This is an optimization exercise on Yosys and OpenROAD, whose aim is small area, not a production implementation.
In this exercise RTL edits were held to simulation tests only and were not proved equivalent to the original.
Power and IR drop assume default switching activity.

[flow/run.sh]
#!/bin/bash
# synth_recipe.tcl (not shown) runs the flow's synth.tcl, then flattens the netlist and writes it again
# the make line also repeats each setting of config.mk as NAME=value (left out here)
make -C /OpenROAD-flow-scripts/flow DESIGN_CONFIG=/design/flow/config.mk WORK_HOME=/design/flow/orfs CLKGATE_MAP_FILE= SYNTH_SCRIPT=/design/flow/synth_recipe.tcl finish
[flow/config.mk]
export PLATFORM = sky130hd
export DESIGN_NAME = Lab1
export DESIGN_NICKNAME = Lab1
export VERILOG_FILES = /design/flow/design.v
export SDC_FILE = /design/flow/constraint.sdc
export NUM_CORES = 4
export LEC_CHECK = 0
export CAP_MARGIN = 20
export CORE_MARGIN = 2
export CORE_UTILIZATION = 40
export SLEW_MARGIN = 20
[flow/constraint.sdc]
create_clock -name core_clock -period 10.0 [get_ports {clk}]
set_input_delay 2.0000 -clock core_clock [delete_from_list [all_inputs] [get_ports {clk}]]
set_output_delay 2.0000 -clock core_clock [all_outputs]
set_load 0.01 [all_outputs]
[flow/design.v]
module edge_detect (
   clk,
   rst,
   data_in,
   pos_edge,
   neg_edge 
   );
input      clk;
input      rst;
input      data_in;
output     pos_edge;
output     neg_edge;
reg        data_in_d1;
reg        data_in_d2; 
assign pos_edge =  data_in_d1 & ~data_in_d2;
assign neg_edge =  ~data_in_d1 & data_in_d2;
always@(posedge clk or negedge rst) 
begin
  if (!rst)
  begin
    data_in_d1 <= 1'b0;
    data_in_d2 <= 1'b0;
  end
  else 
  begin
    data_in_d1 <= ~data_in;
    data_in_d2 <= data_in_d1;   
  end
end
endmodule
module state(
	clk,
	rst,
	key0,
	run_stop
);
input clk;
input rst;
input key0;
output run_stop;
reg run_stop;
always@(posedge clk or negedge rst)
begin
	if(!rst)
		run_stop<=1'b0;
	else
	begin
	if(key0)
		if(run_stop)
			run_stop<=0;
		else
			run_stop<=1;
	else
		run_stop<=run_stop;
	end
end
endmodule
module  stopwatch	(
	clk,
	rst,
	run_stop,
	min,
	sec,
	ms
);
input	clk;
input	rst;
input run_stop;
output [6:0]min;
output [6:0]sec;
output [6:0]ms;
reg	[18:0]min_counter;
reg	[12:0]sec_counter;
reg	[5:0]ms_counter;
reg	[6:0]ms;
reg	[6:0]sec;
reg	[6:0]min;
always@(posedge clk or negedge rst)
begin
	if(!rst)
		ms_counter <=6'b1;
	else 
	begin
		if(ms_counter==6'd50)
			ms_counter <=6'b0;
		else
		begin
			if(run_stop)
				ms_counter <=ms_counter+1;
			else
				ms_counter <=ms_counter;
		end			
	end
end
always@(posedge clk or negedge rst)
begin
	if(!rst)
		ms<=7'd0;
	else
	begin
		if(run_stop)
			if(ms_counter==6'd0)
				if(ms==7'd99)
					ms<=7'd0;
				else
					ms<=ms+1;
			else
				ms<=ms;
		else
			ms<=ms;
	end
end
always@(posedge clk or negedge rst)
begin
	if(!rst)
		sec_counter<=13'b1;
	else
	begin
		if(sec_counter==13'd5000)
			sec_counter <= 13'b0;
		else
		begin
			if(run_stop)
				sec_counter <=sec_counter+1;
			else
				sec_counter <=sec_counter;
		end
	end
end
always@(posedge clk or negedge rst)
begin
	if(!rst)
		sec<=7'd0;
	else
	begin
		if(run_stop)
			if(sec_counter==13'd0)
				if(sec==7'd59)
					sec<=7'd0;
				else
					sec<=sec+1;
			else
				sec<=sec;
		else
			sec<=sec;
	end
end
always@(posedge clk or negedge rst)
begin
	if(!rst)
		min_counter<=19'b1;
	else
	begin
		if(min_counter==19'd300000)
			min_counter <= 19'b0;
		else
		begin
			if(run_stop)
				min_counter <=min_counter+1;
			else
				min_counter <=min_counter;
		end
	end
end
always@(posedge clk or negedge rst)
begin
	if(!rst)
		min<=7'd0;
	else
	begin
		if(run_stop)
			if(min_counter==19'd0)
				if(min==7'd59)
					min<=7'd0;
				else
					min<=min+1;
			else
				min<=min;
		else
			min<=min;
	end
end
endmodule
module seg(
	clk,
	rst,
	number_in,
	code_out
);
input clk;
input rst;
input [3:0]number_in;
output [6:0]code_out;
reg [6:0]code_out;
always@(posedge clk or negedge rst)
begin
	if(!rst)
		code_out<=7'b1000000;
	else
		begin
			case(number_in)
			4'h0: code_out <= 7'b1000000;  
			4'h1: code_out <= 7'b1111001;  
			4'h2: code_out <= 7'b0100100;  
			4'h3: code_out <= 7'b0110000;  
			4'h4: code_out <= 7'b0011001;  
			4'h5: code_out <= 7'b0010010;  
			4'h6: code_out <= 7'b0000010;  
			4'h7: code_out <= 7'b1111000;  
			4'h8: code_out <= 7'b0000000;  
			4'h9: code_out <= 7'b0011000;  
			4'ha: code_out <= 7'b0001000;  
			4'hb: code_out <= 7'b0000011;  
			4'hc: code_out <= 7'b1000110;  
			4'hd: code_out <= 7'b0100001;  
			4'he: code_out <= 7'b0000110;  
			4'hf: code_out <= 7'b0001110;  
	     default: code_out <= 7'b0111111;  
		  endcase
		end
end
endmodule
module  Lab1	(
	clk,
	rst,
	key0_in,
	min1,
	min2,
	sec1,
	sec2,
	ms1,
	ms2
);
input clk;
input rst;
input key0_in;
output [6:0]min1;
output [6:0]min2;
output [6:0]sec1;
output [6:0]sec2;
output [6:0]ms1;
output [6:0]ms2;
wire	run_stop;
wire	[6:0]min;
wire	[6:0]sec;
wire	[6:0]ms;
wire	posed_key0;
wire	neged_key0;
wire	[3:0]min_units;
wire	[3:0]min_tens;
wire	[3:0]sec_units;
wire	[3:0]sec_tens;
wire	[3:0]ms_units;
wire	[3:0]ms_tens;
edge_detect edge_detect0(
	.clk(clk),
   .rst(rst),
   .data_in(key0_in),
   .pos_edge(posed_key0),
   .neg_edge(neged_key0) 
);
state state1(
	.clk(clk),
	.rst(rst),
	.key0(neged_key0),
	.run_stop(run_stop)
);
stopwatch stopwatch1(
	.clk(clk),
	.rst(rst),
	.run_stop(run_stop),
	.min(min),
	.sec(sec),
	.ms(ms)
);
assign min_units=min%10;
assign min_tens=min/10;
assign sec_units=sec%10;
assign sec_tens=sec/10;
assign ms_units=ms%10;
assign ms_tens=ms/10;
seg	min_uni(
	.clk(clk),
	.rst(rst),
	.number_in(min_units),
	.code_out(min1)
);
seg	min_ten(
	.clk(clk),
	.rst(rst),
	.number_in(min_tens),
	.code_out(min2)
);
seg	sec_uni(
	.clk(clk),
	.rst(rst),
	.number_in(sec_units),
	.code_out(sec1)
);
seg	sec_ten(
	.clk(clk),
	.rst(rst),
	.number_in(sec_tens),
	.code_out(sec2)
);
seg	ms_uni(
	.clk(clk),
	.rst(rst),
	.number_in(ms_units),
	.code_out(ms1)
);
seg	ms_ten(
	.clk(clk),
	.rst(rst),
	.number_in(ms_tens),
	.code_out(ms2)
);
endmodule		
==> flow_summary.toml <==
[synthesis]
synth_fp_nets = 902
synth_edf_count = 0
syn_inst = 844
synth_cell_types = 77
synth_seq_cells = 104
yosysWarnings = 4
synth_flop_cell = "dfrtp_1"
synth_seq_area_share_pct = 35.5
synth_area_mm2 = 0.00737
async_flop_share_pct = 100
syn_area_per_cell_um2 = 8.73

[pwr]
vdd_drop_max_uv = 148
p_leak_nw = 3.49
p_per_area_mw_per_mm2 = 232

[worst_setup_path]
startpoint = "stopwatch1.sec[4]"
critPathKind = "flip-flop to flip-flop"
slowest_delay_ns = 0.73
cp.arrival_ns = 5.21
crit_required_ns = 10.26
crit_path_end_kind = "flip-flop"
start_kind = "flip-flop"
cp_slowest_cell = "a22oi_1"
worstPathCellList = "nor2_1 -> inv_1 -> ha_1 -> nor2b_1 -> nand2_1 -> a22oi_1 -> a21oi_1 -> o21ai_0 -> nand3_1 -> xnor2_1 -> inv_1 -> ha_1 -> mux2i_1 -> a221oi_1"
r2r-start = "stopwatch1.sec[4]"
critPathMaxFanout = 20

[timing]
rsz0062_at_grt = "no"
period_minus_slack_ns = 4.95
finalClockSkew_ns = 0.00454
slew_headroom_pct = 34.4
hold_viol_final = 0
clock.fmax_ghz = 0.202
setup_violations = 0
maxSlewViolCount = 0
setup_slack_ns = 5.05
tns_ns = 0
worstMarginPinSlew_ns = 0.977
finalCritPeriodShare_pct = 49.5

[route]
drtPass1Iterations = 5
drtAntennaViolNets = 0
drtIter0Drc = 430
vias = 5938
routed_via_density = 5.44
drt-total-wl_um = 15000
post_drt_wl_per_cell_um = 13.7
drc_errors = 0

[floorplan]
start_util_pct = 40.9
die_w_um = 140
design.core.area_mm2 = 0.0180
core.rowCount = 49
die_h_um = 140
dieArea_mm2 = 0.0195
io_pins = 45

[cts]
clkSinkCount = 104
holdBufCountCts = 0
numCtsBuffers = 9
postCtsResizedCells = 0
htreeDepth = 3
clk_latency_ns = 0.36
post_cts_buffers = 0
cts_tree = "yes"
clk_pin_slew_ns = 0.07
cts_buffer_depth = 2
cts_root_buffer = "clkbuf_16"

[worst_hold_path]
hold_start = "edge_detect0.data_in_d1"
hp-class = "flip-flop to flip-flop"

[place]
port_buffers = 44
dpl.hpwl_um = 10600
pre_cts_ws_ns = 5.12
dpl_cell_area_mm2 = 0.00791
gp_congestion = 0.915

[global_route]
gr-total-overflow = 0
grtUsageMet2_pct = 25.6
grt_antenna_before_repair = 0
track_usage_pct = 15.8
use_met1_pct = 21.4
grt_busiest_layer = "met2"
grt_pass1_vias = 5497
grt_pass1_wl_um = 26100
grt_max_degree = 66
grtUsageMet3_pct = 3.10

[final_layout]
fin_area_mm2 = 0.00820
area_growth_pct = 11.2
fin_nets = 917
layout-drive-gt1-share_pct = 5.34
num_antenna_cells = 0

[run_status]
outcome = "no timing/DRC/antenna violations"

[job]
maxCapViolCount = 0
==> critical path: cells and delay by family (launching register included) <==
family	cells	cell delay, ns
AND/OR/NAND/NOR	4	1.24
XOR/XNOR	1	0.50
multiplexers	1	0.14
flip-flops	1	0.58
AO/OA/AOI/OAI	4	1.43
adder cells (fa/ha/maj)	2	0.71
buffers and inverters	2	0.27
==> layout make-up <==
type	count	area, um2
clock buffers	9	225
multi-input cells	652	4390
well taps	229	287
repair buffers	47	458
fillers	1793	9830
inverters	45	169
clock inverters	5	57.6
flip-flops and latches	104	2610
==> worst paths after layout <==
path / end / slack [ns] / cells after the start
max: sec_uni.code_out[3] / 5.05 / 14
min reg2reg: edge_detect0.data_in_d2 / 0.37 / 0
min: edge_detect0.data_in_d2 / 0.37 / 0
min in group asynchronous: ms_ten.code_out[3] / 1.61 / 1
max in group asynchronous: stopwatch1.ms[1] / 7.20 / 2
max reg2reg: sec_uni.code_out[3] / 5.05 / 14
==> through the flow <==
step                hold slack [ns]  utilization, %  cells  power [W]
finish                        0.369            45.5   1091    0.00190
global route                  0.395            45.5   1091    0.00207
CTS                           0.373            45.4   1090    0.00192
detailed placement            0.357            43.9   1076    0.00156
global placement              0.358            43.9   1076    0.00155
floorplan                     0.346               -    844    0.00133
==> cells by family (layout without fill, tap and decap cells) <==
kind of cell	Yosys count	in the layout	share of synthesized area [%]
muxes	24	24	3.38
buffers and inverters	88	106	5.09
DFF	104	104	35.5
adders and majority gates	57	57	9.62
and+or+nand+nor	314	314	21.6
AOI/OAI and AO/OA	204	204	18.4
xor gates and xnor gates	53	53	6.40
==> per-layer routing <==
layer	up-vias	part of all wire, %
met3	22	3.3
li1	3035	-
met2	97	47
met5	-	0
met1	2784	48
met4	0	1.7
==> Yosys cell counts, types with 15 or more instances <==
cell	number	area, um2
clkbuf_1	29	109
xor2_1	18	158
nand2b_1	15	93.8
nor2b_1	16	100
o21ai_0	56	280
nor3_1	21	105
ha_1	55	688
nor2_1	72	270
inv_1	40	150
nand2_1	76	285
o22ai_1	16	100
nand3_1	33	165
a21oi_1	39	195
dfrtp_1	95	2380
xnor2_1	34	298
mux2i_1	19	190
nand4_1	21	131
==> power breakdown <==
group	switching [W]	internal, W	total, W
sequential	0.000141	0.000546	0.000687
combinational	0.000451	0.000411	0.000862
clock	0.000158	0.000192	0.000350
total	0.000750	0.00115	0.00190
==> registers in the layout, summed over array words and instances (netlist names), 6 cells and up <==
register / cells
sec_uni.code_out: 7
ms_ten.code_out: 7
stopwatch1.min: 7
stopwatch1.ms: 7
stopwatch1.sec: 7
stopwatch1.ms_counter: 6
min_uni.code_out: 7
ms_uni.code_out: 7
stopwatch1.min_counter: 19
sec_ten.code_out: 7
stopwatch1.sec_counter: 13
min_ten.code_out: 7
==> cells in the final DEF, fill, tap and decap left out, types with 5 or more instances in the layout <==
cell type,instances
ha_1,55
nand2_1,76
nor2_1,72
or3_1,6
o211ai_1,11
xor2_1,18
xnor2_1,34
mux2i_1,19
a21oi_1,38
nor2b_1,16
a211oi_1,9
nand3_1,33
clkbuf_16,9
nand4_1,21
nor4_1,7
nor3_1,21
nand3b_1,5
o22ai_1,16
o21ai_0,56
clkdlybuf4s50_1,43
inv_1,40
and3_1,12
a31oi_1,7
a22o_1,9
nand2b_1,15
and2_1,9
dfstp_2,9
dfrtp_1,95
a21o_1,5

## port drivers added, routing unchanged
In the flow no input, the clock included, has a driving cell. The finished layout below was timed again as built, in two steps. Step 1 assumes that a clkbuf_16 drives the clock port and a buf_2 every other input. Step 2 also shifts input and output timing later by t, the mid clock arrival at the registers, as if the neighbouring blocks saw the same clock. a / b / c = ideal ports / drivers / drivers and shift; a / b = the first two.
t (ns): 0.394
setup slack, ns: 5.048 / 5.048 / 5.048
worst setup path at the end: register to register
worst slew at a driven data input, ns: 0.03
cell pins on the clock port's net: 1
After both steps setup and hold are still met in this run. The setup slack of this run moves by 0.000 ns with the drivers and by 0.000 ns with both steps.
